What follows belongs to an exercise in optimizing a design on an open flow for small area, a short achievable clock period and few clock cycles; a production flow would make more cautious choices. The RTL was checked by simulation tests, not by an equivalence proof against the original design. No activity file was given, so power comes from the tool's default toggle rates.

==> design/flow/design.v <==
localparam
	OP_R     = 6'b000000,
	OP_J     = 6'b000010,
	OP_JAL   = 6'b000011,
	OP_BEQ   = 6'b000100,
	OP_BNE   = 6'b000101,
	OP_ADDI  = 6'b001000,
	OP_ADDIU = 6'b001001,
	OP_SLTI  = 6'b001010,
	OP_SLTIU = 6'b001011,
	OP_ANDI  = 6'b001100,
	OP_ORI   = 6'b001101,
	OP_XORI  = 6'b001110,
	OP_LUI   = 6'b001111,
	OP_LW    = 6'b100011,
	OP_SW    = 6'b101011;
`timescale 1ns / 1ps
module alu (
	input  wire [31:0] a,
	input  wire [31:0] b,         
	input  wire        sub,       
	input  wire [4:0]  sa,
	input  wire        shv,       
	input  wire        sh16,      
	input  wire        shr,       
	input  wire [2:0]  sel,       
	output wire [31:0] sum,       
	output reg  [31:0] result
);
	localparam SEL_SUM = 3'd0, SEL_AND = 3'd1, SEL_OR = 3'd2, SEL_XOR = 3'd3,
	           SEL_NOR = 3'd4, SEL_SLT = 3'd5, SEL_SLTU = 3'd6, SEL_SH = 3'd7;
	wire [33:0] s34 = {1'b0, a, 1'b1} + {1'b0, sub ? ~b : b, sub};
	assign sum = s34[32:1];
	wire ltu = ~s34[33];
	wire lts = (a[31] ^ b[31]) ? a[31] : s34[32];
	wire [31:0] amt = shv ? a : {27'd0, sh16 ? 5'd16 : sa};
	wire big = |amt[31:5];
	wire [31:0] brev;
	genvar i;
	generate for (i = 0; i < 32; i = i + 1) begin : rev
		assign brev[i] = b[31 - i];
	end endgenerate
	wire [31:0] sin = shr ? b : brev;
	wire [31:0] sr = sin >> amt[4:0];
	wire [31:0] srev;
	generate for (i = 0; i < 32; i = i + 1) begin : rev2
		assign srev[i] = sr[31 - i];
	end endgenerate
	wire [31:0] sh = big ? 32'd0 : (shr ? sr : srev);
	always @(*) begin
		case (sel)
			SEL_SUM:  result = sum;
			SEL_AND:  result = a & b;
			SEL_OR:   result = a | b;
			SEL_XOR:  result = a ^ b;
			SEL_NOR:  result = ~(a | b);
			SEL_SLT:  result = {31'd0, lts};
			SEL_SLTU: result = {31'd0, ltu};
			default:  result = sh;
		endcase
	end
endmodule
`timescale 1ns / 1ps
module regFile(
	input  wire        clk,
	input  wire        wreg,
	input  wire [4:0]  n1, n2,
	input  wire [4:0]  writeReg,
	input  wire [31:0] regData,
	output wire [31:0] op1, op2
);
	wire [31:0] q [0:32];
	wire [32:0] s1, s2;
	assign q[0] = 32'd0;
	assign q[32] = 32'd0;
	assign s1[0] = 1'b0;
	assign s2[0] = 1'b0;
	assign s1[32] = 1'b0;
	assign s2[32] = 1'b0;
	genvar i;
	generate for (i = 1; i < 32; i = i + 1) begin : r
		reg [31:0] d;
		always @(posedge clk)
			if (wreg && writeReg == i)
				d <= regData;
		assign q[i] = d;
		assign s1[i] = n1 == i;
		assign s2[i] = n2 == i;
	end endgenerate
	wire [31:0] g1 [0:10];
	wire [31:0] g2 [0:10];
	generate for (i = 0; i < 11; i = i + 1) begin : g
		assign g1[i] = ({32{s1[3*i]}} & q[3*i]) | ({32{s1[3*i+1]}} & q[3*i+1]) | ({32{s1[3*i+2]}} & q[3*i+2]);
		assign g2[i] = ({32{s2[3*i]}} & q[3*i]) | ({32{s2[3*i+1]}} & q[3*i+1]) | ({32{s2[3*i+2]}} & q[3*i+2]);
	end endgenerate
	assign op1 = (g1[0] | g1[1] | g1[2] | g1[3]) | (g1[4] | g1[5] | g1[6] | g1[7]) | (g1[8] | g1[9] | g1[10]);
	assign op2 = (g2[0] | g2[1] | g2[2] | g2[3]) | (g2[4] | g2[5] | g2[6] | g2[7]) | (g2[8] | g2[9] | g2[10]);
endmodule
`timescale 1ns / 1ps
module mips_cpu (
	input  wire        clk,
	input  wire        rst,
	output wire [31:0] imem_addr,
	input  wire [31:0] imem_data,
	output wire        dmem_ren,
	output wire        dmem_wen,
	output wire [31:0] dmem_addr,
	output wire [31:0] dmem_wdata,
	input  wire [31:0] dmem_rdata
);
localparam
	OP_R     = 6'b000000,
	OP_J     = 6'b000010,
	OP_JAL   = 6'b000011,
	OP_BEQ   = 6'b000100,
	OP_BNE   = 6'b000101,
	OP_ADDI  = 6'b001000,
	OP_ADDIU = 6'b001001,
	OP_SLTI  = 6'b001010,
	OP_SLTIU = 6'b001011,
	OP_ANDI  = 6'b001100,
	OP_ORI   = 6'b001101,
	OP_XORI  = 6'b001110,
	OP_LUI   = 6'b001111,
	OP_LW    = 6'b100011,
	OP_SW    = 6'b101011;
	reg [31:0] pc;
	wire [5:0] fop = imem_data[31:26];
	wire [5:0] ffn = imem_data[5:0];
	wire [4:0] frs = imem_data[25:21];
	wire [4:0] frt = imem_data[20:16];
	wire [4:0] frd = imem_data[15:11];
	wire r_type  = fop == OP_R;
	wire f_add   = r_type && (ffn == 6'b100000 || ffn == 6'b100001);
	wire f_sub   = r_type && (ffn == 6'b100010 || ffn == 6'b100011);
	wire f_and   = r_type && ffn == 6'b100100;
	wire f_or    = r_type && ffn == 6'b100101;
	wire f_xor   = r_type && ffn == 6'b100110;
	wire f_nor   = r_type && ffn == 6'b100111;
	wire f_slt   = r_type && ffn == 6'b101010;
	wire f_sltu  = r_type && ffn == 6'b101011;
	wire f_shift = r_type && ffn[5:3] == 3'b000 && ffn[1:0] != 2'b01;
	wire f_jr    = r_type && ffn == 6'b001000;
	wire i_addi  = fop == OP_ADDI || fop == OP_ADDIU;
	wire i_slti  = fop == OP_SLTI;
	wire i_sltiu = fop == OP_SLTIU;
	wire i_andi  = fop == OP_ANDI;
	wire i_ori   = fop == OP_ORI;
	wire i_xori  = fop == OP_XORI;
	wire i_lui   = fop == OP_LUI;
	wire i_lw    = fop == OP_LW;
	wire i_sw    = fop == OP_SW;
	wire i_beq   = fop == OP_BEQ;
	wire i_bne   = fop == OP_BNE;
	wire i_j     = fop == OP_J;
	wire i_jal   = fop == OP_JAL;
	wire r_alu   = f_add | f_sub | f_and | f_or | f_xor | f_nor | f_slt | f_sltu;
	wire r_write = r_alu | f_shift;
	wire i_write = i_addi | i_slti | i_sltiu | i_andi | i_ori | i_xori | i_lui | i_lw;
	wire [4:0] f_waddr = i_jal ? 5'd31 : (r_type ? frd : frt);
	wire f_wen = (r_write | i_write | i_jal) && f_waddr != 5'd0;
	wire [2:0] f_sel =
		(f_and | i_andi) ? 3'd1 :
		(f_or  | i_ori)  ? 3'd2 :
		(f_xor | i_xori) ? 3'd3 :
		f_nor            ? 3'd4 :
		(f_slt | i_slti | i_sltiu) ? 3'd5 :
		f_sltu           ? 3'd6 :
		(f_shift | i_lui) ? 3'd7 : 3'd0;
	wire f_br   = (i_beq | i_bne) & (imem_data[15:0] != 16'd0);
	wire f_same = frs == frt;
	wire f_pred = f_br & (i_beq & f_same | ~(i_bne & f_same) & imem_data[15]);
	wire rs_used = r_alu | (f_shift & ffn[2]) | f_jr | (i_write & ~i_lui) | i_sw | f_br;
	wire rt_used = r_write | f_br;
	reg [15:0] ir;       
	reg [31:0] x_alt;    
	reg [31:0] ra;       
	reg [31:0] rb;       
	reg        x_rb;     
	reg        x_zimm;   
	reg        x_sub;
	reg [2:0]  x_sel;
	reg        x_shv, x_shr, x_lui;
	reg        x_wen;
	reg [4:0]  x_waddr;
	reg        x_lw, x_sw, x_beq, x_bne, x_pred, x_j, x_jr, x_jal;
	reg        x_stfwd;  
	reg [31:0] m_val;    
	reg [31:0] m_st;     
	reg        m_lw, m_sw, m_wen;
	reg [4:0]  m_waddr;
	wire [31:0] bimm = {{16{ir[15] & ~x_zimm}}, ir[15:0]};
	wire [31:0] alu_b = x_rb ? rb : bimm;
	wire [31:0] sum, alu_out;
	alu ALU (
		.a(ra), .b(alu_b), .sub(x_sub),
		.sa(ir[10:6]), .shv(x_shv), .sh16(x_lui), .shr(x_shr),
		.sel(x_sel),
		.sum(sum), .result(alu_out)
	);
	wire [31:0] pc_seq = pc + 32'd1;
	wire [31:0] x_res = x_jal ? pc_seq : alu_out;
	wire eq = ra == rb;
	wire taken = (x_beq & eq) | (x_bne & ~eq);
	wire redirect = (x_beq | x_bne) & (taken ^ x_pred);
	wire [31:0] m_wd = m_lw ? dmem_rdata : m_val;
	assign dmem_ren   = m_lw;
	assign dmem_wen   = m_sw;
	assign dmem_addr  = m_val;
	assign dmem_wdata = m_st;
	wire stall = x_lw & x_wen &
		((rs_used & (frs == x_waddr)) | (rt_used & (frt == x_waddr)));
	wire [31:0] f_simm = {{16{imem_data[15]}}, imem_data[15:0]};
	wire [32:0] f_btgt1 = {pc, 1'b1} + {f_simm, 1'b1};   
	wire [31:0] f_btgt = f_btgt1[32:1];
	assign imem_addr = pc;
	wire [31:0] rf_a, rf_b;
	regFile REGFILE (
		.clk(clk), .wreg(m_wen), .n1(frs), .n2(frt),
		.writeReg(m_waddr), .regData(m_wd), .op1(rf_a), .op2(rf_b)
	);
	wire x_take = !(rst || redirect || stall);
	always @(posedge clk) begin
		ra <= (x_wen && x_waddr == frs) ? x_res :
		      (m_wen && m_waddr == frs) ? m_wd : rf_a;
		rb <= (x_wen && x_waddr == frt) ? x_res :
		      (m_wen && m_waddr == frt) ? m_wd : rf_b;
		ir      <= imem_data[15:0];
		x_alt   <= i_j | i_jal ? {26'd0, pc[31:26]} + {6'd0, imem_data[25:0]} :
		           (f_pred ? pc_seq : f_btgt);
		x_rb    <= r_type;
		x_zimm  <= i_andi | i_ori | i_xori | i_sltiu | i_lui;
		x_sub   <= f_sub | f_slt | f_sltu | i_slti | i_sltiu;
		x_sel   <= f_sel;
		x_shv   <= r_type & ffn[2];
		x_shr   <= r_type & ffn[1];
		x_lui   <= i_lui;
		x_waddr <= f_waddr;
		x_pred  <= f_pred;
		x_stfwd <= x_lw & x_wen & (frt == x_waddr);
		x_wen   <= x_take & f_wen;
		x_lw    <= x_take & i_lw;
		x_sw    <= x_take & i_sw;
		x_beq   <= x_take & f_br & i_beq;
		x_bne   <= x_take & f_br & i_bne;
		x_j     <= x_take & (i_j | i_jal);
		x_jr    <= x_take & f_jr;
		x_jal   <= x_take & i_jal;
		m_val   <= x_res;
		m_st    <= x_stfwd ? m_wd : rb;
		m_waddr <= x_waddr;
		if (rst) begin
			m_lw  <= 1'b0;
			m_sw  <= 1'b0;
			m_wen <= 1'b0;
		end else begin
			m_lw  <= x_lw;
			m_sw  <= x_sw;
			m_wen <= x_wen;
		end
		if (rst)
			pc <= 32'd0;
		else if (redirect || x_j)
			pc <= x_alt;
		else if (x_jr)
			pc <= ra;
		else if (stall)
			pc <= pc;
		else if (f_pred)
			pc <= f_btgt;
		else
			pc <= pc_seq;
	end
endmodule
==> design/flow/flow/run.sh <==
#!/bin/bash
# The standard layout with two changes to how it is made:
# - synthesis maps logic with flow/abc_speed.script, an area-oriented ABC
#   script, in place of ORFS's abc_speed.script (a copy of ORFS's scripts
#   folder with only that file replaced);
# - timing repair aims for 7 ns of setup slack.
set -euo pipefail
here=$(pwd)
rm -rf "$here/orfs_scripts"
cp -r "$FLOW_HOME/scripts" "$here/orfs_scripts"
cp "$here/flow/abc_speed.script" "$here/orfs_scripts/abc_speed.script"
bash standard.sh SCRIPTS_DIR="$here/orfs_scripts" SETUP_SLACK_MARGIN=7 finish > standard_make.log 2>&1
==> design/flow/flow/abc_speed.script <==
&get -n
&st
&dch
&nf -a
&put
buffer -c
topo
stime -c
upsize -c
dnsize -c
==> design/flow/standard.sh <==
#!/bin/bash
# synth_recipe.tcl (not shown) runs the flow's synth.tcl, then flattens the netlist and writes it again
# the make line also repeats each setting of config.mk as NAME=value (left out here)
make -C /OpenROAD-flow-scripts/flow DESIGN_CONFIG=/design/flow/config.mk WORK_HOME=/design/flow/orfs CLKGATE_MAP_FILE= SYNTH_SCRIPT=/design/flow/synth_recipe.tcl "${@:-finish}"
==> design/flow/config.mk <==
export PLATFORM = sky130hd
export DESIGN_NAME = mips_cpu
export DESIGN_NICKNAME = mips_cpu
export VERILOG_FILES = /design/flow/design.v
export SDC_FILE = /design/flow/constraint.sdc
export NUM_CORES = 4
export LEC_CHECK = 0
export CAP_MARGIN = 10
export CORE_MARGIN = 2
export CORE_UTILIZATION = 40
export CTS_BUF_LIST = sky130_fd_sc_hd__clkbuf_8
export CTS_CLUSTER_DIAMETER = 50
export CTS_CLUSTER_SIZE = 16
export SLEW_MARGIN = 10
==> design/flow/constraint.sdc <==
create_clock -name core_clock -period 11.0 [get_ports {clk}]
set_input_delay 2.2000 -clock core_clock [delete_from_list [all_inputs] [get_ports {clk}]]
set_output_delay 2.2000 -clock core_clock [all_outputs]
set_load 0.01 [all_outputs]
==> notes.md <==
initial antenna violation count 9; Area Growth Syn to Fin 22.21%; max_cap viols 0; Max Freq 236.3 MHz; GPL Wtd Cong 1.000; DR iter-0 viols 10996; GRT Overall Usage 32.83%; Hold Path Depth 0; clock latency (worst-skew pair) 930 ps; routed wire length 265300 µm; PD cells 160.7 nW/µm²; num rows 141; met3 WL 38220 µm; ys async rst share 0%; Final Hold Fails 0; sequential share of the synthesized area 58.03%; Starting Density 40.33%; met1 wire length 94440 µm; clk root buf clkbuf_8; final core occ 49.28%; number of synthesized flops with an enable pin 992; Critical R2R Launch ra[10]$_DFF_P_; Static Leak 24.94 nW; syn_nets 5103; final slew viol count 0; via count 51439; core footprint 147800 µm²; FF+latch count, synth 1232; placed insts 6767; largest net degree at the start of global routing 66; CTS tree yes; worst hold slack 413.7 ps; unique cell type count in the Yosys netlist 84; layout cells sized above 1 22.25%; remaining antenna violation count 0; Setup Viol. Count Final 0; hold_sp x_waddr[3]$_DFF_P_; gr ovfl total 0; critical path arrival 4970 ps; number of port buffers 163; RSZ-0062 raised after global routing yes; TNS Setup 0 ps; Worst Setup Slack, final 6767 ps; maximum vdd drop 0.0001495 V; met2 WL post-DR 111300 µm; r2r setup slk 7000 ps; Finished Cell Area 72860 µm²; Final Non-Filler Cells 7251; class of the worst hold path flop to flop; Reg clk slew, reported paths 100 ps; synth cell count leaders 992 x edfxtp_1, 562 x a222oi_1, 337 x clkbuf_1; vias in the first global route 47048; Inserted Clock Buffers 109; Yosys top cell by area edfxtp_1; Area contributors post-synth edfxtp_1 50%, a222oi_1 9.4%, dfxtp_1 8.1%; Tightest Pin Transition 1264 ps; I/O pins 164; Setup Crit Path Kind primary input to flop; Mean Syn Cell Area 12.16 µm²; first-pass GRT wire length 356800 µm; Syn Std Cell Area 59620 µm²; Die Area 152100 µm²; Critical Path RT 11740 ps; H-tree Lvls 3; DR vias/cell 7.094; R2R Path End pc[15]$_SDFFE_PP0P_; Setup WS pre-CTS 4722 ps; Crit Path Max Fanout 32; Clock Path Buffers 3; number of detailed-route iterations in the first pass 15; YS warnings 3; Slew headroom 14.05%; minimum clock period 4233 ps; top-area cell type share of the netlist area 49.97%; WHS Endpoint m_waddr[3]$_DFF_P_; CTS sink count 1232; placed cell area 64800 µm²; DRC 0; Layout Nets 5436; Die Y 390.1 µm; crit end category flop; Worst R2R Path Depth 10; Avg WL per Cell 36.58 µm; status finished clean; Detail Placement HPWL 160000 µm; count leader, synth edfxtp_1; Die X 390.1 µm; Synth Flop Type edfxtp_1; Final Skew 78.44 ps; Tot Pwr 11.71 mW; Tcrit/Tclk final 38.48%; Mapped Cells 4901; crit path launch type primary input; max layer used met5
-- final cells by class --
type | instances | area [µm²]
fill | 12830 | 74980
sequential | 1232 | 34740
multi-input combinational | 3138 | 25860
timing repair buffer | 614 | 6802
tap | 1930 | 2415
clock buffer | 112 | 1541
clock inverter | 78 | 872.1
inverter | 136 | 581.8
timing repair inverter | 3 | 25.02
antenna | 8 | 20.02
-- routing by layer --
layer  vias up  GRT usage [%]
li1      20931              -
met1     25260          42.62
met2      4424          48.06
met3       818          9.408
met4         6          20.97
met5         -              0
-- power by group --
part,switching (mW),internal [mW]
clock,1.74,1.29
combinational,1.95,0.781
sequential,0.235,5.71
-- what timing repair did --
action                     4_1_cts  5_1_grt
resized for setup              525      295
pin swaps                      103      183
gates cloned                    28       16
buffers inserted               118      124
hold buffers                     0        0
setup endpoints to repair      233      169
-- worst max path at each step --
stage | from | end | slack (ps)
4_1_cts | imem_data[10] | pc[28]$_SDFFE_PP0P_ | 6960
3_5_place_dp | imem_data[22] | ra[15]$_DFF_P_ | 4720
5_1_grt | imem_data[21] | ra[17]$_DFF_P_ | 6800
2_1_floorplan | imem_data[0] | x_alt[22]$_DFF_P_ | 6730
6_report | imem_data[21] | ra[17]$_DFF_P_ | 6770
3_3_place_gp | imem_data[22] | ra[15]$_DFF_P_ | 4700
-- cell usage in the layout, fill, tap and decap left out, types with 96 or more instances in the layout --
master	n
edfxtp_1	992
a222oi_1	562
buf_4	298
nand2_1	279
a21oi_1	202
o21ai_0	188
dfxtp_1	184
nor2_1	179
nand4_1	161
inv_1	139
a22oi_1	137
mux2i_1	112
clkbuf_8	112
ha_1	106
o21ai_1	96
-- worst max-delay path: stages --
cell,delay (ps)
buf_12,120
buf_12,140
buf_12,130
nand2b_4,110
buf_4,140
nor4_4,40
buf_8,210
a22oi_1,240
nand4_1,580
or4_1,640
o211ai_1,240
o21ai_1,120
-- sequential cells by signal, summed over array words and instances (netlist names), 3 cells and up --
signal	flops
REGFILE.r.d	992
ir	16
m_st	32
m_val	32
m_waddr	5
pc	32
ra	32
rb	32
x_alt	32
x_sel	3
x_waddr	5
-- logic make-up after synthesis --
kind of cell | synth area share [%]
AO/OA/AOI/OAI | 20.18
XOR/XNOR | 2.879
adder cells (fa/ha/maj) | 2.879
buffers and inverters | 3.488
flip-flops | 58.03
multiplexers | 3.958
AND/OR/NAND/NOR | 8.590
Testbench counts, summed over its fixed seeds: cycles 24,917.

-- separate check: timing with driven ports --
The flow's constraints put no driver on any port. The routed layout listed below was extracted and timed again, unchanged, in two steps.
Step 1 sets driving cells, clkbuf_16 on the clock port and buf_2 on the other inputs (assumed; they add their load-dependent delay and slew).
Step 2, shift: input delay + t, output delay - t, t = (earliest + latest rising clock arrival at the registers) / 2. This alone moves slack from input paths to output paths.
Slacks: no drivers / after step 1 / after step 2; pairs: no drivers / after step 1.
t, ns: 0.968
setup slack, ns: 6.767 / 6.741 / 5.774
worst setup path at the end: input to register
worst data-port slew with drivers (ns): 0.16
After both steps setup and hold are still met in this run. For this run, drivers alone change the setup slack by -0.026 ns; drivers and shift together by -0.993 ns.
